This is an optimization exercise on Yosys and OpenROAD, whose aim is small area and a short achievable clock period, not a production implementation. No run shown here included a check of the RTL's function; only the layout flow was run. Power figures rest on the tool's default switching activity, not on a simulated workload.

[flow/design.v]
`timescale 1ns / 1ps
module Microprocessor(
    input clk,
    input reset,                  
    input interrupt,
    input [7:0] data_in,          
    output [7:0] data_out,        
    output [7:0] pm_addr,         
    input [23:0] pm_data,         
    output dm_en,                 
    output dm_we,                 
    output [7:0] dm_addr,         
    output [7:0] dm_wdata,        
    input [7:0] dm_rdata          
    );
reg  [23:0] ins_prv;         
reg  [7:0]  pc_q;            
reg         rst_q;           
reg  [7:0]  ret_q;           
reg         int_q;           
reg         stall_q;         
reg         jt2, jt4;        
reg         ld1;             
reg  [4:0]  op_dec;
reg  [4:0]  RA_dec, RW_dec;
reg  [7:0]  imm;             
reg  [7:0]  AR;              
reg  [4:0]  RW_ex, RW_dm, RW_wb;
reg  [7:0]  ans_ex, ex_out, ans_wb;
reg  [7:0]  dout_q, dm_data_q;
reg  [1:0]  flag_q;          
reg         mem_rw_ex, mem_en_ex, msel_ex, msel_dm;
reg  [7:0]  rf [0:31];
wire [23:0] ins_raw = stall_q ? ins_prv : pm_data;
wire [23:0] ins = reset ? ins_raw : 24'd0;
wire [4:0]  op = ins[23:19];
wire is_cj  = op[4] & op[3] & op[2];
wire is_jmp = (op == 5'b11000);
wire is_ret = (op == 5'b10000);
wire is_ld  = (op == 5'b10100);
wire is_hlt = (op == 5'b10001);
wire stall;
wire [7:0] ret_addr;
wire [7:0] ans_dm = msel_dm ? dm_rdata : ex_out;
wire [4:0] RB_dec = imm[7:3];
wire imm_sel = ~op_dec[4] & op_dec[3];
wire a_ex = (RA_dec == RW_ex);
wire a_dm = ~a_ex & (RA_dec == RW_dm);
wire [7:0] A_e = a_ex ? ans_ex : a_dm ? ex_out : (RA_dec == RW_wb) ? ans_wb : AR;
wire a_rd = a_dm & msel_dm;
wire b_ex = (RB_dec == RW_ex);
wire b_dm = ~b_ex & (RB_dec == RW_dm);
wire [7:0] B_e = imm_sel ? imm : b_ex ? ans_ex : b_dm ? ex_out : rf[RB_dec];
wire b_rd = ~imm_sel & b_dm & msel_dm;
wire [7:0] A, B, ans_tmp;
wire flag_z, flag_c;
wire [7:0] cur_addr;
Late_Block late(
    .rdata(dm_rdata), .A_e(A_e), .B_e(B_e), .a_rd(a_rd), .b_rd(b_rd),
    .op_dec(op_dec), .flag_q(flag_q), .data_in(data_in), .ans_ex(ans_ex),
    .ins(ins), .reset(reset), .stall_q(stall_q), .jt4(jt4), .ld1(ld1), .int_q(int_q),
    .pc_q(pc_q), .rst_q(rst_q), .ret_q(ret_q),
    .A(A), .B(B), .ans_tmp(ans_tmp), .flag_z(flag_z), .flag_c(flag_c),
    .stall(stall), .ret_addr(ret_addr), .cur_addr(cur_addr));
wire mask = is_jmp | is_cj | ld1;
always @(posedge clk) begin
    ins_prv <= ins_raw;
    pc_q    <= cur_addr;
    rst_q   <= reset;
    ret_q   <= reset ? ret_addr : 8'd0;
    int_q   <= reset & interrupt;
    stall_q <= reset & stall;
    jt2     <= reset & is_cj & ~jt4;
    jt4     <= reset & jt2;
    ld1     <= reset & is_ld & ~ld1;
    op_dec  <= op;
    RA_dec  <= mask ? 5'd0 : ins[13:9];
    RW_dec  <= mask ? 5'd0 : ins[18:14];
    imm     <= ins[8:1];
    AR      <= rf[ins_raw[13:9]];
    RW_ex   <= reset ? RW_dec : 5'd0;
    RW_dm   <= reset ? RW_ex : 5'd0;
    RW_wb   <= reset ? RW_dm : 5'd0;
    ans_ex  <= reset ? ans_tmp : 8'd0;
    ex_out  <= reset ? ans_ex : 8'd0;
    ans_wb  <= reset ? ans_dm : 8'd0;
    dout_q  <= reset ? ((op_dec == 5'b10111) ? A : dout_q) : 8'd0;
    dm_data_q <= B;
    flag_q  <= reset ? {flag_z, flag_c} : 2'd0;
    mem_rw_ex <= reset & op_dec[0];
    mem_en_ex <= reset & (ld1 | (op_dec == 5'b10101));
    msel_ex   <= reset & ld1;
    msel_dm   <= reset & msel_ex;
    rf[RW_dm] <= ans_dm;
end
assign pm_addr  = cur_addr;
assign data_out = dout_q;
assign dm_en    = mem_en_ex;
assign dm_we    = mem_rw_ex;
assign dm_addr  = ans_ex;
assign dm_wdata = dm_data_q;
endmodule
module Late_Block(
    input  [7:0] rdata,
    input  [7:0] A_e, B_e,
    input        a_rd, b_rd,
    input  [4:0] op_dec,
    input  [1:0] flag_q,
    input  [7:0] data_in,
    input  [7:0] ans_ex,
    input  [23:0] ins,
    input        reset, stall_q, jt4, ld1, int_q,
    input  [7:0] pc_q,
    input        rst_q,
    input  [7:0] ret_q,
    output [7:0] A, B,
    output [7:0] ans_tmp,
    output       flag_z, flag_c,
    output       stall,
    output [7:0] ret_addr,
    output [7:0] cur_addr
    );
assign A = a_rd ? rdata : A_e;
assign B = b_rd ? rdata : B_e;
wire sub = op_dec[0];
wire [7:0] Bx = B ^ {8{sub}};
wire [8:0] sum = {1'b0, A} + {1'b0, Bx} + {8'd0, sub};
wire big = |B[7:3];
wire fill = op_dec[1] & op_dec[0] & A[7];
wire [15:0] rsh = {{8{fill}}, A} >> B[2:0];
wire [7:0] shr = big ? {8{fill}} : rsh[7:0];
wire [7:0] shl = big ? 8'd0 : (A << B[2:0]);
reg [7:0] res_nadd;      
always @* begin
    casez (op_dec)
        5'b0?010: res_nadd = B;
        5'b0?100: res_nadd = A & B;
        5'b0?101: res_nadd = A | B;
        5'b0?110: res_nadd = A ^ B;
        5'b0?111: res_nadd = ~B;
        5'b1010?: res_nadd = A;
        5'b10110: res_nadd = data_in;
        5'b11001: res_nadd = shl;
        5'b11010, 5'b11011: res_nadd = shr;
        5'b10000, 5'b10001, 5'b10111, 5'b11000, 5'b111??: res_nadd = ans_ex;
        default:  res_nadd = 8'd0;
    endcase
end
wire is_addsub = ~op_dec[4] & ~op_dec[2] & ~op_dec[1];
assign ans_tmp = is_addsub ? sum[7:0] : res_nadd;
wire [7:0] kin = {A[6:0] | Bx[6:0], sub};
wire [7:0] zt  = A ^ Bx ^ kin;
wire zero_res = ~|(is_addsub ? zt : res_nadd);
wire op_j   = op_dec[4] & op_dec[3] & op_dec[2];
wire z_off  = (op_dec == 5'b10000) | (op_dec == 5'b10001) | (op_dec == 5'b10100) |
              (op_dec == 5'b10101) | (op_dec == 5'b10111) | (op_dec == 5'b11000);
assign flag_z = op_j ? flag_q[1] : (~z_off & zero_res);
assign flag_c = op_j ? flag_q[0] : (is_addsub & sum[8]);
wire [4:0] op = ins[23:19];
wire is_cj  = op[4] & op[3] & op[2];
wire is_jmp = (op == 5'b11000);
wire is_ret = (op == 5'b10000);
wire is_ld  = (op == 5'b10100);
wire is_hlt = (op == 5'b10001);
assign stall = (is_cj & ~jt4) | (is_ld & ~ld1) | is_hlt;
wire [7:0] next_addr = rst_q ? pc_q + 8'd1 : 8'd0;
assign ret_addr = int_q ? next_addr : ret_q;
wire [7:0] seq_addr  = stall ? pc_q : next_addr;
wire [7:0] jmp_loc   = is_ret ? ret_addr : (int_q ? 8'hf0 : ins[7:0]);
wire       uncond    = is_jmp | is_ret | int_q;
wire fsel  = ins[20] ? flag_z : flag_c;     
wire tk1   = uncond | (is_cj & ~ins[19]);   
wire tk0   = uncond | (is_cj &  ins[19]);   
wire [7:0] addr1 = tk1 ? jmp_loc : seq_addr;
wire [7:0] addr0 = tk0 ? jmp_loc : seq_addr;
assign cur_addr = reset ? (fsel ? addr1 : addr0) : 8'd0;
endmodule
[flow/run.sh]
#!/bin/bash
# synth_recipe.tcl (not shown) runs the flow's synth.tcl, then flattens the netlist and writes it again
# the make line also repeats each setting of config.mk as NAME=value (left out here)
make -C /OpenROAD-flow-scripts/flow DESIGN_CONFIG=/design/flow/config.mk WORK_HOME=/design/flow/orfs CLKGATE_MAP_FILE= SYNTH_SCRIPT=/design/flow/synth_recipe.tcl finish
[flow/config.mk]
export PLATFORM = sky130hd
export DESIGN_NAME = Microprocessor
export DESIGN_NICKNAME = Microprocessor
export VERILOG_FILES = /design/flow/design.v
export SDC_FILE = /design/flow/constraint.sdc
export NUM_CORES = 4
export LEC_CHECK = 0
export CAP_MARGIN = 20
export CORE_MARGIN = 2
export CORE_UTILIZATION = 60
export SETUP_SLACK_MARGIN = 5.0
export SLEW_MARGIN = 20
export SYNTH_HIERARCHICAL = 1
[flow/constraint.sdc]
create_clock -name core_clock -period 12.5 [get_ports {clk}]
set_input_delay 2.5000 -clock core_clock [delete_from_list [all_inputs] [get_ports {clk}]]
set_output_delay 2.5000 -clock core_clock [all_outputs]
set_load 0.01 [all_outputs]
==> results by group, run 1 <==
CTS
  • Cts hold-fix bufs: 0
  • Number of CTS-inserted buffers: 42
  • Clk root buf: clkbuf_16
  • CTS H-tree lvls: 2
  • TritonCTS sink count: 394
  • CTS tree: done
  • Clk slew on worst S/H paths: 0.06 ns
  • Clock Latency Late Sink: 0.56 ns
  • Max clock buf depth: 3

Place
  • DP HPWL: 40800 um
  • GP Congestion: 0.985
  • I/O Buffers: 76
  • Pre-CTS WS: 2.97 ns
  • Placed cells: 2228

Worst setup path
  • CP Capture Type: output pin
  • CP arrival: 5.61 ns
  • Largest delay share family, worst path: simple AND/OR/NAND/NOR gates
  • Crit path max fanout: 8
  • Slowest stage delay, CP: 0.54 ns
  • Crit path buffers/inverters: 3
  • Worst path cell trace: clkdlybuf4s15_2 -> nor4b_1 -> a22o_2 -> nand2_1 -> nor4_1 -> a211oi_1 -> and4b_2 -> buf_6 -> and4_4 -> or4_4 -> nand3_2 -> buf_6
  • Critical path type: in -> out
  • Most used cell, CP: buf_6
  • Startpoint Class: primary input
  • Slowest stage cell, crit path: nor4_1
  • Worst Path Required: 10.00 ns

Drt
  • Drt via density: 6.83
  • Number of vias after detailed routing: 16400
  • WL final: 64200 um
  • DRC: 0
  • Final ANT Viol Nets: 0
  • Drt initial violations: 2248
  • WL/cell: 26.7 um
  • First-pass detailed-route iteration total: 6

Cells and area
  • Share of cells above drive strength 1: 0.220
  • P&R area growth vs syn: 17.7%
  • Filler Cells Inserted: 2449
  • Final nets: 1988
  • Footprint of the multi-input gates: 0.0104 mm2
  • Post-route insts no fill: 2404
  • FF+latch area: 0.0105 mm2
  • Antenna Diode Count: 0
  • Post-layout util: 0.718

STA
  • Max Clock Freq: 0.123 GHz
  • RSZ-0062 raised after global routing: yes
  • Max transition margin: 0.256
  • Hold_ws: 0.427 ns
  • Final worst setup slack: 4.39 ns
  • Final Hold Fails: 0
  • Post-route clock skew: 0.0238 ns
  • Setup violations, final: 0
  • Fin crit period: 8.11 ns
  • Setup TNS: 0 ns
  • Period utilization: 0.648
  • Slew Viols, Final: 0
  • Worst Tran Pin Value: 1.11 ns

Flow run
  • Max_cap viols: 0

Global route
  • Largest net degree at the start of global routing: 88
  • Gr ovfl total: 0
  • Global-route wire length before repair: 95100 um
  • Initial antenna violation count: 1
  • Total GRT Usage: 0.348
  • Number of global-route vias before repair: 15600

Die
  • Core ar.: 0.0345 mm2
  • Die height: 191 um
  • Standard-cell rows: 68
  • Die X: 191 um
  • Initial Util: 0.610
  • IO Pins: 77
  • Die area: 0.0366 mm2

Synth
  • Mean area per synthesized cell: 11.7 um2
  • Synth Instances: 1797
  • Post-Synthesis Net Count: 1866
  • Synth warn: 8
  • Mapped Area: 0.0211 mm2

Power and ir drop
  • P per Cell Area: 157 mW/mm2
  • Worst vdd ir: 0.164 mV
  • P_leak: 0.00895 uW

Run status
  • Outcome: timing/DRC/antenna clean

Worst hold path
  • HP Class: reg -> reg
==> final cells by class <==
class                   count  share of cell area
clock buffers              52              0.0451
clock inverters            22             0.00742
inverters                  53             0.00924
multi-input cells        1230               0.419
flip-flops and latches    394               0.422
well taps                 455              0.0230
repair buffers            198              0.0738
==> placed cells by master (no fill, tap or decap), types with 8 or more instances in the layout <==
master / instances
a211oi_1: 41
a21oi_1: 74
a221oi_1: 16
a221oi_2: 8
a22oi_1: 22
a31oi_1: 13
and2_1: 85
and3_1: 14
buf_12: 10
buf_2: 11
buf_4: 101
buf_6: 11
clkbuf_16: 43
clkdlybuf4s50_1: 59
clkinv_2: 10
dfxtp_1: 130
edfxtp_1: 256
ha_1: 21
inv_1: 40
mux2_2: 31
mux2i_1: 146
mux2i_4: 18
mux4_2: 68
nand2_1: 121
nand2b_1: 29
nand3_1: 46
nand3b_1: 10
nand4_1: 13
nor2_1: 98
nor2b_1: 24
nor3_1: 9
o211ai_1: 27
o21ai_0: 42
o22ai_1: 14
xnor2_1: 31
xor2_1: 19
==> power by group <==
part	total, uW	internal [uW]	switching, uW
Clock	1190	679	516
Sequential	1540	1480	59.9
Combinational	1160	502	661
Total	3900	2660	1240
==> flip-flops by register name, indices dropped and copies added (netlist names), 2 cells and up <==
name and count:
RW_wb 5, rf 256, ins_prv 24, dout_q 8, imm 8, op_dec 5
ans_wb 8, ex_out 8, RA_dec 5, AR 8, dm_data_q 8, ans_ex 8
RW_dec 5, flag_q 2, RW_ex 5, RW_dm 5, ret_q 8, pc_q 8
==> what timing repair did <==
item | in CTS | in global routing
pin swaps | 32 | 22
gates resized for setup | 147 | 62
gates cloned | 0 | 1
endpoints found under the setup margin | 8 | 8
hold endpoints to repair | 0 | 0
setup buffers | 73 | 28
==> per-stage QoR <==
stage	instance area, um2	power (uW)
floorplan	21100	2180
global placement	22000	2470
detailed placement	22000	2480
CTS	24300	3810
global route	24800	4030
finish	24800	3900
==> routing by layer <==
layer | track usage | share of wire | up-vias
met5 | 0 | 0.00016 | -
met4 | 0.104 | 0.031 | 2
met3 | 0.0747 | 0.12 | 157
met2 | 0.532 | 0.45 | 1097
met1 | 0.502 | 0.40 | 8072
li1 | - | - | 7089
==> worst paths after layout <==
path	from	endpoint	slack [ns]	depth (start not counted)
setup / recovery	dm_rdata[5]	pm_addr[0]	4.39	12
hold / removal	jt4	jt2	0.43	1
setup reg to reg	imm[3]	pc_q[0]	7.52	21
hold reg to reg	jt4	jt2	0.43	1
==> inputs of run 2 (changes only) <==
--- a/flow/config.mk
+++ b/flow/config.mk
@@ -9,3 +9,4 @@
 export CORE_MARGIN = 2
-export CORE_UTILIZATION = 60
+export CORE_UTILIZATION = 70
+export CTS_BUF_LIST = sky130_fd_sc_hd__clkbuf_4
 export SETUP_SLACK_MARGIN = 5.0
==> run 2 against run 1 <==
  * Cell area is 0.44% higher
  * Global-route usage grew 8.1 points
  * Largest power group unchanged
  * Largest cell class is now multi-input gates
  * Maximum frequency shrank 2.8%
  * Clock power is 8% lower
  * Sequential share of layout area decreased by 0.17 points
  * Clock skew rose by 0.042 ns
==> results by group, run 2 <==
Run status
  • Outcome: timing/DRC/antenna clean

Global route
  • Number of global-route vias before repair: 17500 (+12%)
  • Met1 Usage GRT: 0.544 (+0.0420)
  • Initial antenna violation count: 1 (unchanged)
  • Gr ovfl total: 0 (unchanged)
  • Total GRT Usage: 0.430 (+0.0812)
  • Met3 Use GR: 0.145 (+0.0705)
  • Global-route wire length before repair: 101000 um (+5.9%)
  • Global route hottest layer: met2
  • Largest net degree at the start of global routing: 88 (unchanged)
  • Met2 usage: 0.658 (+0.126)

STA
  • Slew Viols, Final: 0 (unchanged)
  • Max transition margin: 0.306 (+0.0505)
  • Worst Tran Pin Value: 1.04 ns (-0.0755 ns)
  • Period utilization: 0.667 (+0.0187)
  • Post-route clock skew: 0.0658 ns (+0.0419 ns)
  • Fin crit period: 8.34 ns (+0.234 ns)
  • Final Hold Fails: 0 (unchanged)
  • Setup TNS: 0 ns (unchanged)
  • Setup violations, final: 0 (unchanged)
  • Final worst setup slack: 4.16 ns (-0.234 ns)
  • RSZ-0062 raised after global routing: yes
  • Max Clock Freq: 0.120 GHz (-2.8%)

Place
  • DP HPWL: 40400 um (-0.97%)
  • Placed cells: 2161 (-3.0%)
  • GP Congestion: 0.946 (-4.0%)
  • I/O Buffers: 76 (unchanged)
  • Pre-CTS WS: 3.01 ns (+0.0400 ns)

Worst setup path
  • Worst Path Required: 10.00 ns (about the same)
  • Reg2reg start: imm[3]
  • Setup slack, reg-to-reg: 7.45 ns (-0.07 ns)
  • Largest delay share family, worst path: compound AO/OA/AOI/OAI gates
  • CP arrival: 5.84 ns (+0.23 ns)
  • Reg2reg end: pc_q[2]
  • Reg2Reg Depth: 20 (-4.8%)
  • CP Capture Type: output pin
  • Crit path max fanout: 24 (+16)
  • Crit path buffers/inverters: 4 (+1)
  • Most used cell, CP: a221oi_2
  • Worst path cell trace: buf_8 -> buf_12 -> mux2i_1 -> a221oi_2 -> o21a_1 -> a221oi_2 -> a221oi_2 -> mux2i_4 -> xor2_1 -> ha_1 -> xor2_1 -> a41oi_1 -> nor4_1 -> and4b_2 -> buf_6 -> and4_4 -> or4_1 -> nand3_2 -> buf_6
  • Critical path type: reg -> out
  • Startpoint Class: flip-flop
  • Slowest stage cell, crit path: or4_1
  • Slowest stage delay, CP: 0.54 ns (about the same)

Drt
  • Final ANT Viol Nets: 0 (unchanged)
  • WL/cell: 28.6 um (+7.0%)
  • Drt via density: 7.36 (+7.8%)
  • Number of vias after detailed routing: 17900 (+8.8%)
  • First-pass detailed-route iteration total: 8 (+2)
  • WL final: 69400 um (+8.1%)
  • DRC: 0 (unchanged)
  • Drt initial violations: 3704 (+65%)

CTS
  • Max clock buf depth: 3 (unchanged)
  • CTS tree: done
  • CTS H-tree lvls: 3 (+1)
  • Clk root buf: clkbuf_4
  • Cts hold-fix bufs: 0 (unchanged)
  • Clock Latency Late Sink: 0.79 ns (+0.23 ns)
  • Clk slew on worst S/H paths: 0.07 ns (about the same)
  • TritonCTS sink count: 394 (unchanged)
  • Number of CTS-inserted buffers: 95 (+130%)

Synth
  • Synth warn: 8 (unchanged)
  • Post-Synthesis Net Count: 1866 (unchanged)
  • Mapped Area: 0.0211 mm2 (unchanged)
  • Synth Instances: 1797 (unchanged)
  • Mean area per synthesized cell: 11.7 um2 (unchanged)

Worst hold path
  • Worst Hold End: RW_ex[3]
  • Hold Path Origin: RW_dec[3]
  • Hold path cells: 1 (unchanged)
  • HP Class: reg -> reg

Cells and area
  • P&R area growth vs syn: 18.2%
  • Leading cell types in the layout, fill and taps excluded: edfxtp_1 (256), mux2i_1 (137), clkbuf_4 (136), dfxtp_1 (129), nand2_1 (121)
  • Max reg flops: 256 (unchanged)
  • Filler Cells Inserted: 1526 (-38%)
  • Final nets: 2041 (+2.7%)
  • Share of cells above drive strength 1: 0.267 (+0.0465)
  • Post-route insts no fill: 2428 (+1.0%)
  • Reg with most FFs: rf
  • Post-layout util: 0.840 (+0.122)
  • Largest regs: rf (256), ins_prv (24)
  • Leading cell type in the layout, fill and taps excluded: edfxtp_1

Die
  • IO Pins: 77 (unchanged)
  • Core ar.: 0.0296 mm2 (-14%)
  • Die area: 0.0315 mm2 (-14%)
  • Standard-cell rows: 63 (-7.4%)
  • Die height: 177 um (-7.3%)
  • Initial Util: 0.711 (+0.101)
  • Die X: 177 um (-7.3%)

Flow run
  • Max_cap viols: 0 (unchanged)

Power and ir drop
  • Worst vdd ir: 0.129 mV (-21%)
  • P_leak: 0.00909 uW (+1.6%)
  • P per Cell Area: 155 mW/mm2 (-1.2%)
==> run 2: worst max-delay path by stage <==
stage | startpoint | to | slack, ns | cells after the start
2_1_floorplan | dm_rdata[0] | pm_addr[0] | 4.93 | 15
3_3_place_gp | dm_rdata[0] | pm_addr[6] | 3.12 | 15
3_5_place_dp | dm_rdata[0] | pm_addr[2] | 3.01 | 15
4_1_cts | imm[3] | pm_addr[2] | 4.40 | 22
5_1_grt | imm[3] | pm_addr[0] | 4.05 | 19
6_report | imm[3] | pm_addr[0] | 4.16 | 19
==> run 2: power breakdown <==
part	switching (uW)	leakage (uW)	internal (uW)
Combinational	707	0.00486	527
Sequential	65.7	0.00351	1480
Clock	547	0.000719	543
==> run 2: stage by stage <==
step                      power (uW)  cell area [um2]  hold WS [ns]
after CTS                       3710            24400         0.420
after global placement          2460            21900         0.417
after floorplan                 2180            21100         0.398
after detailed placement        2470            21900         0.418
final                           3870            24900         0.429
after global routing            3970            24900         0.435
==> run 2: cell type report <==
cell class                      instances  area [um2]  share of cell area
Antenna cell                            1        2.50            0.000101
Clock buffer                          136        1020              0.0410
Clock inverter                         26         179             0.00719
Inverter                               53         230             0.00925
Multi-Input combinational cell       1230       10600               0.426
Sequential cell                       394       10500               0.421
Tap cell                              390         488              0.0196
Timing Repair Buffer                  198        1900              0.0762
==> run 2: what timing repair did <==
item                       4_1_cts  5_1_grt
pin swaps                       27       26
setup buffers                   83       19
cloned                           1        1
setup endpoints to repair        8        8
gates resized for setup        174       63
==> run 2: routing by layer <==
layer / part of all wire / up-vias
met5: 0 / -
li1: - / 7254
met4: 0.063 / 0
met2: 0.45 / 1705
met1: 0.33 / 8442
met3: 0.15 / 466
==> run 2: worst reg2reg max path, stage by stage, from the launching register on <==
cell and delay [ns]:
dfxtp_4 0.41, buf_8 0.17, buf_12 0.24, mux2i_1 0.40, a221oi_2 0.15, o21a_1 0.23, a221oi_2 0.48, a221oi_2 0.21
mux2i_4 0.22, xor2_1 0.23, ha_1 0.20, xnor2_1 0.10, nor4_2 0.29, a41oi_1 0.19, nor4_1 0.25, and4b_2 0.32
buf_6 0.14, a21boi_4 0.11, o311ai_2 0.30, o211ai_1 0.15, buf_4 0.16
==> inputs of run 3 (changes only) <==
--- a/flow/config.mk
+++ b/flow/config.mk
@@ -10,4 +10,4 @@
 export CORE_UTILIZATION = 70
-export CTS_BUF_LIST = sky130_fd_sc_hd__clkbuf_4
-export SETUP_SLACK_MARGIN = 5.0
+export CTS_BUF_LIST = sky130_fd_sc_hd__clkbuf_8
+export SETUP_SLACK_MARGIN = 3.5
 export SLEW_MARGIN = 20
==> run 3 against run 2 <==
  * Still clean on timing, DRC and antenna
  * Die area unchanged
  * Cell area decreased by 4.8%
  * Utilization decreased by 4.0 points
  * Clock-buffer cell count decreased by 73
  * Hold slack improved by 0.0026 ns
  * First-iteration DRC count decreased by 26%
  * Cell count decreased by 4.5%
  * Clock power about the same
==> results by group, run 3 <==
Die
  • Initial Util: 0.711 (unchanged)
  • Die height: 177 um (unchanged)
  • Die area: 0.0315 mm2 (unchanged)
  • IO Pins: 77 (unchanged)
  • Standard-cell rows: 63 (unchanged)
  • Die X: 177 um (unchanged)
  • Core ar.: 0.0296 mm2 (unchanged)

STA
  • Max Clock Freq: 0.111 GHz (-7.5%)
  • Max transition margin: 0.218 (-0.0882)
  • RSZ-0062 raised after global routing: yes
  • Setup TNS: 0 ns (unchanged)
  • Slew Viols, Final: 0 (unchanged)
  • Setup violations, final: 0 (unchanged)
  • Fin crit period: 9.01 ns (+0.674 ns)
  • Post-route clock skew: 0.0331 ns (-0.0327 ns)
  • Final Hold Fails: 0 (unchanged)
  • Final worst setup slack: 3.49 ns (-0.674 ns)
  • Worst Tran Pin Value: 1.15 ns (+0.113 ns)
  • Period utilization: 0.721 (+0.0539)

Cells and area
  • Share of cells above drive strength 1: 0.164 (-0.102)
  • Max reg flops: 256 (unchanged)
  • Antenna Diode Count: 0 (-1)
  • Leading cell type in the layout, fill and taps excluded: edfxtp_1
  • Reg with most FFs: rf
  • Leading cell types in the layout, fill and taps excluded: edfxtp_1 (256), mux2i_1 (146), dfxtp_1 (133), nand2_1 (122), nor2_1 (97)
  • P&R area growth vs syn: 12.6%
  • Largest regs: rf (256), ins_prv (24)
  • Final nets: 1948 (-4.6%)

Worst setup path
  • Slowest stage delay, CP: 0.60 ns (+0.06 ns)
  • CP Capture Type: output pin
  • Worst path cell trace: clkdlybuf4s50_1 -> mux2i_4 -> inv_2 -> o2111ai_1 -> a41oi_1 -> or4_4 -> nor3_1 -> and4_4 -> o311ai_0 -> o211ai_1 -> clkdlybuf4s50_1
  • Largest delay share family, worst path: simple AND/OR/NAND/NOR gates
  • Crit path max fanout: 8 (-67%)
  • Reg2reg start: imm[3]
  • Slowest stage cell, crit path: clkdlybuf4s50_1
  • Crit path from: dm_rdata[4]
  • Worst Path Required: 10.00 ns (about the same)
  • Crit path buffers/inverters: 3 (-1)
  • CP arrival: 6.51 ns (+0.67 ns)
  • Critical path type: in -> out
  • Startpoint Class: primary input
  • Most used cell, CP: clkdlybuf4s50_1

Global route
  • Number of global-route vias before repair: 16000 (-8.7%)
  • Largest net degree at the start of global routing: 88 (unchanged)
  • Global-route wire length before repair: 92800 um (-7.8%)
  • Initial antenna violation count: 0 (-1)
  • Total GRT Usage: 0.393 (-0.0366)
  • Gr ovfl total: 0 (unchanged)

Place
  • DP HPWL: 39700 um (-1.8%)
  • I/O Buffers: 76 (unchanged)
  • GP Congestion: 0.949 (+0.32%)
  • Pre-CTS WS: 2.70 ns (-0.311 ns)

CTS
  • CTS tree: done
  • CTS H-tree lvls: 2 (-1)
  • Clk slew on worst S/H paths: 0.06 ns (about the same)
  • Number of CTS-inserted buffers: 59 (-38%)
  • Clock Latency Late Sink: 0.63 ns (-0.16 ns)
  • Max clock buf depth: 3 (unchanged)
  • TritonCTS sink count: 394 (unchanged)
  • Clk root buf: clkbuf_8

Drt
  • First-pass detailed-route iteration total: 7 (-1)
  • WL/cell: 27.1 um (-5.1%)
  • Number of vias after detailed routing: 16800 (-6.0%)
  • WL final: 62900 um (-9.4%)
  • Drt via density: 7.24 (-1.6%)
  • DRC: 0 (unchanged)
  • Final ANT Viol Nets: 0 (unchanged)
  • Wire length on met2: 28300 um (-9.4%)
  • Drt initial violations: 2731 (-26%)
  • Wl on met1: 23100 um (-0.13%)
  • Max layer used: met4
  • Routed wl met3: 8700 um (-19%)

Power and ir drop
  • Worst vdd ir: 0.143 mV (+11%)
  • P per Cell Area: 153 mW/mm2 (-1.8%)
  • P_leak: 0.00867 uW (-4.6%)

Synth
  • Synth Instances: 1797 (unchanged)
  • Mapped Area: 0.0211 mm2 (unchanged)
  • Mean area per synthesized cell: 11.7 um2 (unchanged)
  • Synth warn: 8 (unchanged)
  • Post-Synthesis Net Count: 1866 (unchanged)

Worst hold path
  • Hold Path Origin: jt4
  • HP Class: reg -> reg

Flow run
  • Max_cap viols: 0 (unchanged)

Run status
  • Outcome: timing/DRC/antenna clean
## run 3: path summary, 6_finish.rpt
| check | endpoint | slack (ns) | cells past startpoint |
|---|---|---|---|
| worst min-delay path | jt2 | 0.43 | 1 |
| worst max-delay path | pm_addr[3] | 3.49 | 11 |
| worst min register to register | jt2 | 0.43 | 1 |
| worst max register to register | pc_q[0] | 7.19 | 19 |
## run 3: layout make-up
| cell class | instances | area, um2 |
|---|---|---|
| sequential | 394 | 10500 |
| multi-input combinational | 1230 | 10000 |
| fill | 1813 | 5930 |
| timing repair buffer | 141 | 1370 |
| clock buffer | 63 | 867 |
| tap | 390 | 488 |
| clock inverter | 48 | 309 |
| inverter | 53 | 220 |
## run 3: worst reg2reg max path: stages, from the launching register on
cell and delay, ns:
dfxtp_4 0.45, buf_12 0.15, mux4_2 0.52, a22oi_1 0.33
nand3_1 0.29, mux2i_1 0.26, a221oi_2 0.14, mux2i_4 0.30
inv_6 0.13, xnor2_1 0.15, ha_1 0.30, xnor2_1 0.13
o21ai_0 0.10, a221oi_1 0.30, o2111ai_1 0.19, nor4_1 0.34
and4b_2 0.42, a21boi_4 0.12, or4_1 0.54, nand3_1 0.10
## run 3: metal layers
| layer | GRT usage | vias to the layer above |
|---|---|---|
| met2 | 0.596 | 1451 |
| met5 | 0 | - |
| met3 | 0.113 | 280 |
| li1 | - | 7027 |
| met4 | 0.164 | 0 |
| met1 | 0.534 | 8030 |
## run 3: where the power goes
group          switching, uW  internal, uW  total (uW)
Combinational            604           407        1010
Clock                    513           549        1060
Sequential              64.9          1480        1550
## run 3: repair_timing
action                                 CTS  global route
resized for setup                       31            33
endpoints found under the hold margin    0             0
cloned                                   0             0
buffers inserted                        14            35
hold buffers                             0             0
setup endpoints to repair                8             8
pin swaps                                0            11
## run 3: stage by stage
| stage | hold WS [ns] | instances | area, um2 | util | total power (uW) |
|---|---|---|---|---|---|
| finish | 0.431 | 2319 | 23700 | 0.800 | 3620 |
| global placement | 0.415 | 2159 | 21800 | 0.737 | 2440 |
| detailed placement | 0.420 | 2159 | 21800 | 0.737 | 2460 |
| global route | 0.447 | 2319 | 23700 | 0.800 | 3720 |
| CTS | 0.435 | 2284 | 23300 | 0.786 | 3530 |
| floorplan | 0.398 | 1797 | 21100 | - | 2170 |
==> inputs of run 4 (changes only) <==
--- a/flow/design.v
+++ b/flow/design.v
@@ -43,2 +43,15 @@
 wire [7:0] ret_addr;
+wire [31:0] sel_a, sel_b;
+wire [7:0] rd_a, rd_b;
+Read_Decode dec_a(.idx(ins_raw[13:9]), .sel(sel_a));
+Read_Decode dec_b(.idx(imm[7:3]), .sel(sel_b));
+genvar gi, gr;
+generate for (gi = 0; gi < 8; gi = gi + 1) begin : rdbit
+    wire [31:0] col;
+    for (gr = 0; gr < 32; gr = gr + 1) begin : row
+        assign col[gr] = rf[gr][gi];
+    end
+    Read_Select rsa(.d(col), .sel(sel_a), .y(rd_a[gi]));
+    Read_Select rsb(.d(col), .sel(sel_b), .y(rd_b[gi]));
+end endgenerate
 wire [7:0] ans_dm = msel_dm ? dm_rdata : ex_out;
@@ -52,3 +65,3 @@
 wire b_dm = ~b_ex & (RB_dec == RW_dm);
-wire [7:0] B_e = imm_sel ? imm : b_ex ? ans_ex : b_dm ? ex_out : rf[RB_dec];
+wire [7:0] B_e = imm_sel ? imm : b_ex ? ans_ex : b_dm ? ex_out : rd_b;
 wire b_rd = ~imm_sel & b_dm & msel_dm;
@@ -79,3 +92,3 @@
     imm     <= ins[8:1];
-    AR      <= rf[ins_raw[13:9]];
+    AR      <= rd_a;
     RW_ex   <= reset ? RW_dec : 5'd0;
@@ -177 +190,7 @@
 endmodule
+module Read_Decode(input [4:0] idx, output [31:0] sel);
+assign sel = 32'd1 << idx;
+endmodule
+module Read_Select(input [31:0] d, input [31:0] sel, output y);
+assign y = |(d & sel);
+endmodule
--- a/flow/config.mk
+++ b/flow/config.mk
@@ -10,4 +10,4 @@
 export CORE_UTILIZATION = 70
-export CTS_BUF_LIST = sky130_fd_sc_hd__clkbuf_8
-export SETUP_SLACK_MARGIN = 3.5
+export CTS_BUF_LIST = sky130_fd_sc_hd__clkbuf_4
+export SETUP_SLACK_MARGIN = 5.0
 export SLEW_MARGIN = 20
==> run 4 against run 3 <==
  * Worst setup slack worse by 0.40 ns
  * Register-to-register slack got worse by 1.1 ns
  * Area after synthesis is 9.9% lower
  * Maximum frequency shrank 4.3%
  * Synthesized cell count fell by 8.1%
  * Sequential power hardly changed
  * Clock skew increased by 0.085 ns
  * Critical path type is now reg -> out
  * Largest power group unchanged
==> results by group, run 4 <==
Synth
  • Synth warn: 8 (unchanged)
  • Mean area per synthesized cell: 11.5 um2 (-1.9%)
  • Mapped Area: 0.0190 mm2 (-9.9%)
  • Synth Instances: 1651 (-8.1%)
  • Post-Synthesis Net Count: 1720 (-7.8%)

Drt
  • Number of vias after detailed routing: 16900 (+0.82%)
  • WL final: 67200 um (+6.8%)
  • Drt initial violations: 3040 (+11%)
  • Drt via density: 7.53 (+4.0%)
  • DRC: 0 (unchanged)
  • Final ANT Viol Nets: 0 (unchanged)
  • First-pass detailed-route iteration total: 9 (+2)
  • WL/cell: 29.9 um (+10%)

CTS
  • Clock Latency Late Sink: 0.83 ns (+0.20 ns)
  • Clk slew on worst S/H paths: 0.10 ns (+0.04 ns)
  • CTS H-tree lvls: 3 (+1)
  • Number of CTS-inserted buffers: 96 (+63%)
  • CTS tree: done
  • Max clock buf depth: 3 (unchanged)
  • Clk root buf: clkbuf_4
  • TritonCTS sink count: 394 (unchanged)

Flow run
  • Max_cap viols: 0 (unchanged)

STA
  • Post-route clock skew: 0.118 ns (+0.0849 ns)
  • Fin crit period: 9.42 ns (+0.402 ns)
  • Final Hold Fails: 0 (unchanged)
  • Setup violations, final: 0 (unchanged)
  • Period utilization: 0.753 (+0.0322)
  • RSZ-0062 raised after global routing: yes
  • Max transition margin: 0.333 (+0.115)
  • Final worst setup slack: 3.08 ns (-0.402 ns)
  • Max Clock Freq: 0.106 GHz (-4.3%)
  • Setup TNS: 0 ns (unchanged)
  • Slew Viols, Final: 0 (unchanged)
  • Worst Tran Pin Value: 1.00 ns (-0.151 ns)

Die
  • Initial Util: 0.708 (-0.00262)
  • Die height: 169 um (-5.0%)
  • Core ar.: 0.0268 mm2 (-9.6%)
  • IO Pins: 77 (unchanged)
  • Die X: 169 um (-5.0%)
  • Standard-cell rows: 60 (-4.8%)
  • Die area: 0.0284 mm2 (-9.7%)

Cells and area
  • Footprint of the multi-input gates: 0.00869 mm2 (-13%)
  • Post-route insts no fill: 2247 (-3.1%)
  • P&R area growth vs syn: 17.9%
  • Share of cells above drive strength 1: 0.224 (+0.0600)
  • Reg with most FFs: rf
  • Final nets: 1901 (-2.4%)
  • Max reg flops: 256 (unchanged)
  • FF+latch area: 0.0105 mm2 (+0.12%)
  • Filler Cells Inserted: 1376 (-24%)
  • Leading cell types in the layout, fill and taps excluded: edfxtp_1 (256), a22oi_1 (230), clkbuf_4 (141), dfxtp_1 (129), nor2_1 (127)
  • Largest regs: rf (256), ins_prv (24)
  • Leading cell type in the layout, fill and taps excluded: edfxtp_1

Power and ir drop
  • Internal power: 2430 uW (-0.38%)
  • P_sw: 1210 uW (+2.7%)
  • P per Cell Area: 163 mW/mm2 (+6.7%)
  • Sequential share of power: 0.424 (-0.003)
  • Worst vdd ir: 0.141 mV (-1.4%)
  • Logic pwr share: 0.268 (-0.011)
  • Clock Power Share: 0.307 (+0.014)
  • Switching share of total power: 0.333 (+0.00677)
  • P_leak: 0.00790 uW (-8.8%)

Worst setup path
  • Worst Path Required: 10.00 ns (about the same)
  • Critical path type: reg -> out
  • Largest delay share family, worst path: simple AND/OR/NAND/NOR gates
  • Crit path max fanout: 8 (unchanged)
  • Startpoint Class: flip-flop
  • Slowest stage delay, CP: 0.76 ns (+0.16 ns)
  • Slowest stage cell, crit path: or4_4
  • CP Capture Type: output pin
  • Worst path cell trace: buf_6 -> or3b_4 -> buf_6 -> nor2_4 -> a22oi_2 -> nand4_1 -> or4_4 -> mux2i_2 -> a211oi_2 -> nor4_2 -> a22o_2 -> a21oi_1 -> o21a_1 -> a2111oi_2 -> or4b_4 -> o31ai_4 -> mux2i_2 -> a211oi_4 -> buf_12 -> mux2i_4 -> buf_2
  • Crit path buffers/inverters: 4 (+1)
  • CP arrival: 6.92 ns (+0.41 ns)

Place
  • GP Congestion: 1.06 (+12%)
  • Placed cells: 2013 (-6.8%)
  • DP HPWL: 41100 um (+3.5%)
  • I/O Buffers: 76 (unchanged)
  • Pre-CTS WS: 2.35 ns (-0.353 ns)

Worst hold path
  • HP Class: reg -> reg

Global route
  • Gr ovfl total: 0 (unchanged)
  • Initial antenna violation count: 6 (+6)
  • Number of global-route vias before repair: 16400 (+2.6%)
  • Total GRT Usage: 0.450 (+0.0573)
  • Global-route wire length before repair: 96000 um (+3.5%)
  • Largest net degree at the start of global routing: 98 (+11%)

Run status
  • Outcome: timing/DRC/antenna clean
==> run 4: final timing paths <==
kind,slack [ns],to,startpoint,depth (start not counted)
worst min register to register,0.39,RW_ex[0],RW_dec[0],1
worst max register to register,6.14,pc_q[6],imm[6],23
worst min-delay path,0.39,RW_ex[0],RW_dec[0],1
worst max-delay path,3.08,pm_addr[5],imm[6],21
==> run 4: power groups by stage <==
stage	clock network [uW]	registers (uW)	logic, uW
floorplan	0	1540	514
global placement	0	1560	747
detailed placement	0	1560	760
CTS	1100	1540	869
global route	1180	1550	1010
finish	1120	1550	977
==> run 4: routing by layer <==
metal / track usage / part of all wire / vias up
li1: - / - / 6832
met4: 0.317 / 0.092 / 4
met3: 0.120 / 0.13 / 541
met5: 0 / 0.00036 / -
met1: 0.529 / 0.32 / 7843
met2: 0.724 / 0.46 / 1705
==> run 4: metrics by stage <==
step                      hold slack [ns]   util  total power [uW]  area, um2
after detailed placement            0.421  0.747              2320      20000
final                               0.386  0.835              3640      22400
after global placement              0.418  0.747              2300      20000
after floorplan                     0.402      -              2060      19100
after CTS                           0.374  0.822              3510      22000
after global routing                0.408  0.834              3740      22400
==> run 4: cell type report <==
type	count	share of cell area
Antenna cell	3	0.000336
Clock buffer	141	0.0473
Clock inverter	28	0.00867
Inverter	47	0.00845
Multi-Input combinational cell	1147	0.388
Sequential cell	394	0.468
Tap cell	341	0.0191
Timing Repair Buffer	146	0.0594
==> run 4: timing repair <==
action                                  CTS  global route
gates cloned                              1             0
endpoints found under the setup margin    8             8
buffers inserted                         43            17
pin swaps                                16            18
resized for setup                       149            43
hold buffers                              0             0
==> inputs of run 5 (changes only) <==
--- a/flow/design.v
+++ b/flow/design.v
@@ -67,11 +67,29 @@
 wire b_rd = ~imm_sel & b_dm & msel_dm;
-wire [7:0] A, B, ans_tmp;
+wire [7:0] A = a_rd ? dm_rdata : A_e;
+wire [7:0] B = b_rd ? dm_rdata : B_e;
+wire [7:0] ans_tmp;
 wire flag_z, flag_c;
 wire [7:0] cur_addr;
-Late_Block late(
-    .rdata(dm_rdata), .A_e(A_e), .B_e(B_e), .a_rd(a_rd), .b_rd(b_rd),
-    .op_dec(op_dec), .flag_q(flag_q), .data_in(data_in), .ans_ex(ans_ex),
-    .ins(ins), .reset(reset), .stall_q(stall_q), .jt4(jt4), .ld1(ld1), .int_q(int_q),
+wire is_addsub = ~op_dec[4] & ~op_dec[2] & ~op_dec[1];
+wire f_mov = ~op_dec[4] & (op_dec[2:0] == 3'b010);
+wire f_and = ~op_dec[4] & (op_dec[2:0] == 3'b100);
+wire f_or  = ~op_dec[4] & (op_dec[2:0] == 3'b101);
+wire f_xor = ~op_dec[4] & (op_dec[2:0] == 3'b110);
+wire f_not = ~op_dec[4] & (op_dec[2:0] == 3'b111);
+wire f_in  = (op_dec == 5'b10110);
+wire f_ls  = (op_dec == 5'b11001);
+wire f_rs  = (op_dec == 5'b11010) | (op_dec == 5'b11011);
+wire f_rsa = (op_dec == 5'b11011);
+wire op_j  = op_dec[4] & op_dec[3] & op_dec[2];
+wire z_off = (op_dec == 5'b10000) | (op_dec == 5'b10001) | (op_dec == 5'b10100) |
+             (op_dec == 5'b10101) | (op_dec == 5'b10111) | (op_dec == 5'b11000);
+ALU_Result alu(.A(A), .B(B), .op_dec(op_dec), .data_in(data_in), .ans_ex(ans_ex), .ans_tmp(ans_tmp));
+Flag_Unit flags(
+    .rdata(dm_rdata), .A_e(A_e), .B_e(B_e), .a_rd(a_rd), .b_rd(b_rd), .data_in(data_in),
+    .sub(op_dec[0]), .f_add(is_addsub), .f_mov(f_mov), .f_and(f_and), .f_or(f_or), .f_xor(f_xor),
+    .f_not(f_not), .f_in(f_in), .f_ls(f_ls), .f_rs(f_rs), .f_rsa(f_rsa),
+    .op_j(op_j), .z_off(z_off), .flag_q(flag_q), .flag_z(flag_z), .flag_c(flag_c));
+Next_Address nxt(
+    .ins(ins), .flag_z(flag_z), .flag_c(flag_c), .reset(reset), .jt4(jt4), .ld1(ld1), .int_q(int_q),
     .pc_q(pc_q), .rst_q(rst_q), .ret_q(ret_q),
-    .A(A), .B(B), .ans_tmp(ans_tmp), .flag_z(flag_z), .flag_c(flag_c),
     .stall(stall), .ret_addr(ret_addr), .cur_addr(cur_addr));
@@ -115,27 +133,11 @@
 endmodule
-module Late_Block(
-    input  [7:0] rdata,
-    input  [7:0] A_e, B_e,
-    input        a_rd, b_rd,
+module ALU_Result(
+    input  [7:0] A, B,
     input  [4:0] op_dec,
-    input  [1:0] flag_q,
     input  [7:0] data_in,
     input  [7:0] ans_ex,
-    input  [23:0] ins,
-    input        reset, stall_q, jt4, ld1, int_q,
-    input  [7:0] pc_q,
-    input        rst_q,
-    input  [7:0] ret_q,
-    output [7:0] A, B,
-    output [7:0] ans_tmp,
-    output       flag_z, flag_c,
-    output       stall,
-    output [7:0] ret_addr,
-    output [7:0] cur_addr
-    );
-assign A = a_rd ? rdata : A_e;
-assign B = b_rd ? rdata : B_e;
+    output [7:0] ans_tmp
+    );
 wire sub = op_dec[0];
-wire [7:0] Bx = B ^ {8{sub}};
-wire [8:0] sum = {1'b0, A} + {1'b0, Bx} + {8'd0, sub};
+wire [7:0] sum = A + (B ^ {8{sub}}) + {7'd0, sub};
 wire big = |B[7:3];
@@ -145,28 +147,82 @@
 wire [7:0] shl = big ? 8'd0 : (A << B[2:0]);
-reg [7:0] res_nadd;      
+reg [7:0] res;
 always @* begin
     casez (op_dec)
-        5'b0?010: res_nadd = B;
-        5'b0?100: res_nadd = A & B;
-        5'b0?101: res_nadd = A | B;
-        5'b0?110: res_nadd = A ^ B;
-        5'b0?111: res_nadd = ~B;
-        5'b1010?: res_nadd = A;
-        5'b10110: res_nadd = data_in;
-        5'b11001: res_nadd = shl;
-        5'b11010, 5'b11011: res_nadd = shr;
-        5'b10000, 5'b10001, 5'b10111, 5'b11000, 5'b111??: res_nadd = ans_ex;
-        default:  res_nadd = 8'd0;
+        5'b0?000, 5'b0?001: res = sum;
+        5'b0?010: res = B;
+        5'b0?100: res = A & B;
+        5'b0?101: res = A | B;
+        5'b0?110: res = A ^ B;
+        5'b0?111: res = ~B;
+        5'b1010?: res = A;
+        5'b10110: res = data_in;
+        5'b11001: res = shl;
+        5'b11010, 5'b11011: res = shr;
+        5'b10000, 5'b10001, 5'b10111, 5'b11000, 5'b111??: res = ans_ex;
+        default:  res = 8'd0;
     endcase
 end
-wire is_addsub = ~op_dec[4] & ~op_dec[2] & ~op_dec[1];
-assign ans_tmp = is_addsub ? sum[7:0] : res_nadd;
-wire [7:0] kin = {A[6:0] | Bx[6:0], sub};
-wire [7:0] zt  = A ^ Bx ^ kin;
-wire zero_res = ~|(is_addsub ? zt : res_nadd);
-wire op_j   = op_dec[4] & op_dec[3] & op_dec[2];
-wire z_off  = (op_dec == 5'b10000) | (op_dec == 5'b10001) | (op_dec == 5'b10100) |
-              (op_dec == 5'b10101) | (op_dec == 5'b10111) | (op_dec == 5'b11000);
-assign flag_z = op_j ? flag_q[1] : (~z_off & zero_res);
-assign flag_c = op_j ? flag_q[0] : (is_addsub & sum[8]);
+assign ans_tmp = res;
+endmodule
+module Flag_Unit(
+    input  [7:0] rdata,
+    input  [7:0] A_e, B_e,
+    input        a_rd, b_rd,
+    input  [7:0] data_in,
+    input        sub, f_add, f_mov, f_and, f_or, f_xor, f_not, f_in, f_ls, f_rs, f_rsa,
+    input        op_j, z_off,
+    input  [1:0] flag_q,
+    output       flag_z, flag_c
+    );
+wire [7:0] a = a_rd ? rdata : A_e;
+wire [7:0] b = b_rd ? rdata : B_e;
+wire [7:0] bx = b ^ {8{sub}};
+wire [7:0] kin = {a[6:0] | bx[6:0], sub};
+wire [7:0] zt  = a ^ bx ^ kin;
+wire [2:0] s = b[2:0];
+wire nb = ~|b[7:3];
+wire [7:0] ls_keep, rs_keep;    
+genvar i;
+generate for (i = 0; i < 8; i = i + 1) begin : sh
+    assign ls_keep[i] = nb & (s <= 7 - i);
+    assign rs_keep[i] = (nb & (s <= i)) | ((i == 7) ? f_rsa : 1'b0);
+end endgenerate
+wire [7:0] t = ({8{f_add}} & zt) |
+               ({8{f_mov}} & b) |
+               ({8{f_and}} & a & b) |
+               ({8{f_or}}  & (a | b)) |
+               ({8{f_xor}} & (a ^ b)) |
+               ({8{f_not}} & ~b) |
+               ({8{f_in}}  & data_in) |
+               ({8{f_ls}}  & a & ls_keep) |
+               ({8{f_rs}}  & a & rs_keep);
+wire zero = ~|t;
+wire [7:0] g = a & bx;
+wire [7:0] p = a | bx;
+wire g0 = g[0] | (p[0] & sub);
+wire g10 = g[1] | (p[1] & g0);
+wire g32 = g[3] | (p[3] & g[2]);
+wire p32 = p[3] & p[2];
+wire g54 = g[5] | (p[5] & g[4]);
+wire p54 = p[5] & p[4];
+wire g76 = g[7] | (p[7] & g[6]);
+wire p76 = p[7] & p[6];
+wire g30 = g32 | (p32 & g10);
+wire g74 = g76 | (p76 & g54);
+wire p74 = p76 & p54;
+wire cout = g74 | (p74 & g30);
+assign flag_z = op_j ? flag_q[1] : (~z_off & zero);
+assign flag_c = op_j ? flag_q[0] : (f_add & cout);
+endmodule
+module Next_Address(
+    input  [23:0] ins,
+    input        flag_z, flag_c,
+    input        reset, jt4, ld1, int_q,
+    input  [7:0] pc_q,
+    input        rst_q,
+    input  [7:0] ret_q,
+    output       stall,
+    output [7:0] ret_addr,
+    output [7:0] cur_addr
+    );
 wire [4:0] op = ins[23:19];
@@ -186,5 +242,5 @@
 wire tk0   = uncond | (is_cj &  ins[19]);   
-wire [7:0] addr1 = tk1 ? jmp_loc : seq_addr;
-wire [7:0] addr0 = tk0 ? jmp_loc : seq_addr;
-assign cur_addr = reset ? (fsel ? addr1 : addr0) : 8'd0;
+wire [7:0] addr1 = reset ? (tk1 ? jmp_loc : seq_addr) : 8'd0;
+wire [7:0] addr0 = reset ? (tk0 ? jmp_loc : seq_addr) : 8'd0;
+assign cur_addr = fsel ? addr1 : addr0;
 endmodule
==> run 5 against run 4 <==
  * Hold slack better by 0.061 ns
  * Worst setup slack gained 0.19 ns
  * Die area rose by 5.2%
  * Global-route usage is 0.63 points higher
  * Clock power about the same
  * Routed wire length grew 3.6%
  * Critical path type unchanged
  * Area after synthesis up 5.4%
  * Still clean
  * First-iteration DRC count up 0.43%
  * Cell count grew 7.2%
  * Critical endpoint is now pm_addr[0]
  * Clock-buffer cell count up 3
  * Largest cell class unchanged
==> results by group, run 5 <==
STA
  • Fin crit period: 9.22 ns (-0.191 ns)
  • Final worst setup slack: 3.28 ns (+0.191 ns)
  • Post-route clock skew: 0.0675 ns (-0.0506 ns)
  • Worst Tran Pin Value: 1.12 ns (+0.121 ns)
  • RSZ-0062 raised after global routing: yes
  • Period utilization: 0.738 (-0.0152)
  • Max transition margin: 0.252 (-0.0804)
  • Setup TNS: 0 ns (unchanged)
  • Max Clock Freq: 0.108 GHz (+2.1%)
  • Setup violations, final: 0 (unchanged)
  • Final Hold Fails: 0 (unchanged)
  • Slew Viols, Final: 0 (unchanged)

Worst setup path
  • Startpoint Class: flip-flop
  • Crit path from: imm[3]
  • Setup slack, reg-to-reg: 6.60 ns (+0.46 ns)
  • Reg2reg end: pc_q[0]
  • WP depth: 25 (+19%)
  • CP arrival: 6.72 ns (-0.20 ns)
  • Crit path max fanout: 8 (unchanged)
  • Reg2reg start: imm[3]
  • Slowest stage cell, crit path: or4_4
  • Largest delay share family, worst path: simple AND/OR/NAND/NOR gates
  • Reg2Reg Depth: 25 (+8.7%)
  • Critical path type: reg -> out
  • Worst Path Required: 10.00 ns (about the same)
  • Slowest stage delay, CP: 0.70 ns (-0.06 ns)
  • Crit path to: pm_addr[0]
  • Crit path buffers/inverters: 3 (-1)
  • CP Capture Type: output pin

Drt
  • Final ANT Viol Nets: 0 (unchanged)
  • First-pass detailed-route iteration total: 7 (-2)
  • Drt initial violations: 3053 (+0.43%)
  • Wire length on met2: 31800 um (+3.6%)
  • Wl on met1: 22700 um (+5.1%)
  • Max layer used: met5
  • DRC: 0 (unchanged)
  • WL final: 69600 um (+3.6%)
  • Routed wl met3: 8800 um (+1.2%)
  • Drt via density: 7.49 (-0.53%)
  • WL/cell: 28.9 um (-3.3%)
  • Number of vias after detailed routing: 18000 (+6.6%)

Die
  • Core ar.: 0.0279 mm2 (+4.2%)
  • Die area: 0.0299 mm2 (+5.2%)
  • IO Pins: 77 (unchanged)
  • Standard-cell rows: 61 (+1.7%)
  • Initial Util: 0.716 (+0.00764)
  • Die height: 173 um (+2.6%)
  • Die X: 173 um (+2.6%)

Global route
  • Largest net degree at the start of global routing: 63 (-36%)
  • Total GRT Usage: 0.456 (+0.00626)
  • Number of global-route vias before repair: 17500 (+6.6%)
  • Global-route wire length before repair: 105000 um (+8.9%)
  • Gr ovfl total: 0 (unchanged)
  • Initial antenna violation count: 2 (-4)

Synth
  • Mapped Area: 0.0200 mm2 (+5.4%)
  • Mean area per synthesized cell: 11.1 um2 (-3.2%)
  • Post-Synthesis Net Count: 1888 (+9.8%)
  • Synth Instances: 1796 (+8.8%)
  • Synth warn: 8 (unchanged)

CTS
  • Number of CTS-inserted buffers: 96 (unchanged)
  • Cts hold-fix bufs: 0 (unchanged)
  • Clk root buf: clkbuf_4
  • CTS tree: done
  • CTS H-tree lvls: 3 (unchanged)
  • Clock Latency Late Sink: 0.80 ns (-0.03 ns)
  • TritonCTS sink count: 394 (unchanged)
  • Clk slew on worst S/H paths: 0.08 ns (-0.02 ns)
  • Max clock buf depth: 3 (unchanged)

Cells and area
  • Share of cells above drive strength 1: 0.223 (-0.00150)
  • Post-layout util: 0.839 (+0.00448)
  • Leading cell type in the layout, fill and taps excluded: edfxtp_1
  • Leading cell types in the layout, fill and taps excluded: edfxtp_1 (256), a22oi_1 (222), clkbuf_4 (144), nor2_1 (141), dfxtp_1 (129)
  • Largest regs: rf (256), ins_prv (24)
  • Final instance area: 0.0234 mm2 (+4.8%)
  • Final nets: 2051 (+7.9%)
  • P&R area growth vs syn: 17.2%
  • Max reg flops: 256 (unchanged)
  • Reg with most FFs: rf

Place
  • GP Congestion: 0.981 (-7.7%)
  • Pre-CTS WS: 3.02 ns (+0.671 ns)
  • DP HPWL: 44200 um (+7.7%)
  • Post-DP Area: 0.0211 mm2 (+5.7%)
  • I/O Buffers: 76 (unchanged)

Power and ir drop
  • P_leak: 0.00824 uW (+4.3%)
  • Worst vdd ir: 0.180 mV (+28%)
  • P per Cell Area: 158 mW/mm2 (-3.1%)
  • Overall power: 3700 uW (+1.5%)

Flow run
  • Max_cap viols: 0 (unchanged)

Worst hold path
  • HP Class: reg -> reg

Run status
  • Outcome: timing/DRC/antenna clean
[run 5: worst min-delay path by stage]
| stage | to | depth (start not counted) | slack, ns | start |
|---|---|---|---|---|
| after floorplan | jt2 | 1 | 0.39 | jt4 |
| final | msel_dm | 1 | 0.45 | msel_ex |
| after global routing | RW_ex[4] | 1 | 0.46 | RW_dec[4] |
| after global placement | jt2 | 1 | 0.41 | jt4 |
| after detailed placement | jt2 | 1 | 0.42 | jt4 |
| after CTS | jt2 | 1 | 0.41 | jt4 |
[run 5: through the flow]
step,hold WS (ns),cells
after global routing,0.460,2407
after global placement,0.407,2195
final,0.447,2408
after detailed placement,0.417,2195
after floorplan,0.390,1796
after CTS,0.412,2396
[run 5: metal layers]
layer  GRT usage  up-vias
met5           0        -
met4       0.311        2
met3       0.123      518
met2       0.732     1777
met1       0.540     8369
li1            -     7375
[run 5: final cells by class]
type / count / area, um2
clock inverters: 23 / 131
flip-flops and latches: 394 / 10500
multi-input cells: 1255 / 9750
clock buffers: 144 / 1080
diodes: 2 / 5.00
fillers: 1449 / 4500
well taps: 378 / 473
repair buffers: 132 / 1210
inverters: 80 / 304
[run 5: timing repair]
action	in CTS	in global routing
pin swaps	29	27
resized for setup	180	27
endpoints found under the setup margin	8	8
setup buffers	34	10
[run 5: worst register-to-register path, delay by kind of cell, from the launching register on]
| family | cells | cell delay, ns |
|---|---|---|
| xor+xnor | 2 | 0.24 |
| flops | 1 | 0.38 |
| mux | 1 | 0.31 |
| fa+ha+maj | 1 | 0.33 |
| simple gates | 10 | 2.43 |
| compound gates | 8 | 1.69 |
| buf+inv | 3 | 0.43 |
[run 5: where the power goes]
group | total [uW] | internal [uW] | switching (uW) | leakage [uW]
registers | 1530 | 1480 | 49.6 | 0.00352
logic | 1080 | 416 | 667 | 0.00399
clock network | 1090 | 546 | 544 | 0.000732
==> inputs of run 6 (changes only) <==
--- a/flow/design.v
+++ b/flow/design.v
@@ -26,3 +26,3 @@
 reg  [7:0]  imm;             
-reg  [7:0]  AR;              
+reg  [7:0]  AR, BR;          
 reg  [4:0]  RW_ex, RW_dm, RW_wb;
@@ -46,3 +46,3 @@
 Read_Decode dec_a(.idx(ins_raw[13:9]), .sel(sel_a));
-Read_Decode dec_b(.idx(imm[7:3]), .sel(sel_b));
+Read_Decode dec_b(.idx(ins_raw[8:4]), .sel(sel_b));
 genvar gi, gr;
@@ -65,3 +65,3 @@
 wire b_dm = ~b_ex & (RB_dec == RW_dm);
-wire [7:0] B_e = imm_sel ? imm : b_ex ? ans_ex : b_dm ? ex_out : rd_b;
+wire [7:0] B_e = imm_sel ? imm : b_ex ? ans_ex : b_dm ? ex_out : (RB_dec == RW_wb) ? ans_wb : BR;
 wire b_rd = ~imm_sel & b_dm & msel_dm;
@@ -111,2 +111,3 @@
     AR      <= rd_a;
+    BR      <= rd_b;
     RW_ex   <= reset ? RW_dec : 5'd0;
==> run 6 against run 5 <==
  * Maximum frequency rose by 13%
  * Die area is 3.6% higher
  * Hold slack worse by 0.0097 ns
  * Highest routed layer unchanged
  * Combinational power grew 11%
  * Sequential power up 3%
  * Largest cell class unchanged
  * First-iteration DRC count up 9.4%
  * Still clean
  * Sequential cell count is 8 higher
  * Via count rose by 5.0%
  * Worst setup slack better by 1.1 ns
  * Power increased by 7.3%
  * Synthesized cell count rose by 4.3%
==> results by group, run 6 <==
Run status
  • Outcome: timing/DRC/antenna clean

STA
  • Max Clock Freq: 0.123 GHz (+13%)
  • Final Hold Fails: 0 (unchanged)
  • Slew Viols, Final: 0 (unchanged)
  • Worst Tran Pin Value: 1.11 ns (-0.00731 ns)
  • Period utilization: 0.651 (-0.0874)
  • Setup TNS: 0 ns (unchanged)
  • RSZ-0062 raised after global routing: yes
  • Fin crit period: 8.13 ns (-1.09 ns)
  • Post-route clock skew: 0.0848 ns (+0.0173 ns)
  • Max transition margin: 0.237 (-0.0155)
  • Setup violations, final: 0 (unchanged)

Worst setup path
  • CP Capture Type: output pin
  • CP arrival: 5.63 ns (-1.09 ns)
  • Worst Path Required: 10.00 ns (about the same)
  • Critical path type: reg -> out
  • Slowest stage cell, crit path: dfxtp_1
  • Startpoint Class: flip-flop
  • Worst path cell trace: xor2_2 -> nor3_4 -> buf_4 -> a21boi_1 -> o21ai_0 -> a21oi_2 -> nand2b_1 -> nand2_4 -> inv_4 -> buf_4 -> ha_1 -> nor4_4 -> nand2_1 -> a21oi_2 -> nand4_1 -> o41ai_2 -> nand2_1 -> nor3b_2 -> o311ai_4 -> buf_6 -> a21o_4 -> o32ai_4 -> buf_2
  • Slowest stage delay, CP: 0.43 ns (-0.27 ns)
  • Crit path max fanout: 7 (-1)

Worst hold path
  • HP Class: reg -> reg

Global route
  • Number of global-route vias before repair: 18100 (+3.2%)
  • Largest net degree at the start of global routing: 79 (+25%)
  • Gr ovfl total: 0 (unchanged)
  • Total GRT Usage: 0.464 (+0.00789)
  • Initial antenna violation count: 8 (+6)
  • Global-route wire length before repair: 108000 um (+3.1%)

CTS
  • CTS tree: done
  • TritonCTS sink count: 402 (+2.0%)
  • Max clock buf depth: 3 (unchanged)
  • Clock Latency Late Sink: 0.82 ns (+0.02 ns)
  • Clk root buf: clkbuf_4
  • Cts hold-fix bufs: 0 (unchanged)
  • CTS H-tree lvls: 3 (unchanged)
  • Clk slew on worst S/H paths: 0.08 ns (about the same)
  • Number of CTS-inserted buffers: 99 (+3.1%)

Drt
  • First-pass detailed-route iteration total: 13 (+6)
  • WL/cell: 29.3 um (+1.5%)
  • Drt via density: 7.55 (+0.80%)
  • WL final: 73600 um (+5.7%)
  • DRC: 0 (unchanged)
  • Final ANT Viol Nets: 0 (unchanged)
  • Drt initial violations: 3341 (+9.4%)
  • Number of vias after detailed routing: 18900 (+5.0%)

Cells and area
  • Max reg flops: 256 (unchanged)
  • Footprint of the multi-input gates: 0.0101 mm2 (+3.7%)
  • Filler Cells Inserted: 1536 (+6.0%)
  • Share of cells above drive strength 1: 0.213 (-0.00967)
  • Leading cell type in the layout, fill and taps excluded: edfxtp_1
  • Final nets: 2136 (+4.1%)
  • FF+latch area: 0.0106 mm2 (+1.6%)
  • Reg with most FFs: rf
  • Final instance area: 0.0243 mm2 (+3.6%)
  • Leading cell types in the layout, fill and taps excluded: edfxtp_1 (256), a22oi_1 (246), clkbuf_4 (155), nor2_1 (152), dfxtp_1 (131)
  • P&R area growth vs syn: 17.1%
  • Largest regs: rf (256), ins_prv (24)

Die
  • Initial Util: 0.716 (about the same)
  • IO Pins: 77 (unchanged)
  • Die height: 176 um (+1.8%)
  • Die area: 0.0310 mm2 (+3.6%)
  • Core ar.: 0.0289 mm2 (+3.6%)
  • Die X: 176 um (+1.8%)
  • Standard-cell rows: 62 (+1.6%)

Synth
  • Mean area per synthesized cell: 11.1 um2 (-0.64%)
  • Synth Instances: 1874 (+4.3%)
  • Synth warn: 8 (unchanged)
  • Mapped Area: 0.0207 mm2 (+3.7%)
  • Post-Synthesis Net Count: 1966 (+4.1%)

Power and ir drop
  • P_sw: 1360 uW (+7.6%)
  • Worst vdd ir: 0.178 mV (-0.75%)
  • Overall power: 3970 uW (+7.3%)
  • Sequential share of power: 0.397 (-0.016)
  • Logic pwr share: 0.303 (+0.010)
  • P_leak: 0.00854 uW (+3.6%)
  • Switching share of total power: 0.341 (+0.000706)
  • P per Cell Area: 164 mW/mm2 (+3.6%)
  • Clock Power Share: 0.301 (+0.006)
  • Internal power: 2620 uW (+7.2%)

Place
  • GP Congestion: 1.07 (+9.1%)
  • I/O Buffers: 76 (unchanged)
  • Post-DP Area: 0.0218 mm2 (+3.1%)
  • DP HPWL: 47200 um (+6.8%)

Flow run
  • Max_cap viols: 0 (unchanged)
[run 6: routing by layer]
layer,vias to the layer above,track usage,routed length [um]
met1,8802,0.550,23600
met2,1841,0.752,33900
li1,7746,-,-
met4,6,0.294,6290
met3,554,0.127,9720
met5,-,0,43
[run 6: path summary, 6_finish.rpt]
path / startpoint / slack (ns) / endpoint / depth (start not counted)
worst min-delay path: jt4 / 0.44 / jt2 / 1
worst min register to register: jt4 / 0.44 / jt2 / 1
worst max register to register: RW_wb[1] / 7.67 / pc_q[0] / 23
worst max-delay path: RW_wb[1] / 4.37 / pm_addr[5] / 23
[run 6: repair_timing]
item	in CTS	in global routing
buffers inserted	26	31
endpoints found under the setup margin	8	8
gates resized for setup	171	60
cloned	2	2
hold endpoints to repair	0	0
pin swaps	40	23
[run 6: critical path: cells and delay by family, from the launching register on]
| family | cells | cell delay (ns) |
|---|---|---|
| AO/OA/AOI/OAI | 8 | 1.86 |
| XOR/XNOR | 1 | 0.35 |
| AND/OR/NAND/NOR | 8 | 1.16 |
| adder cells (fa/ha/maj) | 1 | 0.32 |
| buffers and inverters | 5 | 0.71 |
| flip-flops | 1 | 0.43 |
[run 6: power by group through the flow]
stage	clock (uW)	combinational, uW	sequential [uW]
CTS	1180	1060	1570
finish	1190	1200	1570
global route	1240	1270	1580
detailed placement	0	983	1600
floorplan	0	672	1580
global placement	0	963	1590
[run 6: layout make-up]
| cell class | instances | share of cell area |
|---|---|---|
| flip-flops and latches | 402 | 0.439 |
| multi-input cells | 1318 | 0.417 |
| diodes | 5 | 0.000516 |
| repair buffers | 149 | 0.0558 |
| well taps | 384 | 0.0198 |
| clock buffers | 155 | 0.0479 |
| inverters | 73 | 0.0124 |
| clock inverters | 22 | 0.00778 |
| repair inverters | 1 | 0.000206 |
[run 6: through the flow]
step / std cells / utilization / hold slack, ns / worst slack (ns)
after floorplan: 1874 / - / 0.388 / 5.00
after global placement: 2263 / 0.753 / 0.407 / 3.30
after detailed placement: 2265 / 0.754 / 0.414 / 3.26
after CTS: 2470 / 0.820 / 0.409 / 4.51
after global routing: 2507 / 0.839 / 0.445 / 4.10
final: 2509 / 0.839 / 0.437 / 4.37

[re-timing with driven ports]
The results above use ideal ports. As a check the final layouts listed here were re-extracted and re-timed, cells and wires unchanged.
Step 1 sets driving cells, clkbuf_16 on the clock port and buf_2 on the other inputs (assumed; they add their load-dependent delay and slew).
Step 2 also shifts input and output timing later by t, the mid clock arrival at the registers, as if the neighbouring blocks saw the same clock.
a / b / c = ideal / step 1 / step 2; a / b = the first two.
run	t (ns)	setup slack, ns	worst register clock-pin slew, ns
run 1	0.604	4.395 / 4.366 / 4.366	0.06 / 0.06
run 2	0.815	4.161 / 4.109 / 4.256	0.08 / 0.08
run 3	0.661	3.487 / 3.458 / 3.458	0.07 / 0.07
run 4	0.822	3.085 / 3.036 / 3.454	0.10 / 0.10
run 5	0.818	3.275 / 3.225 / 3.462	0.09 / 0.09
run 6	0.829	4.368 / 4.312 / 4.345	0.11 / 0.11
After both steps setup and hold are still met in every run listed.
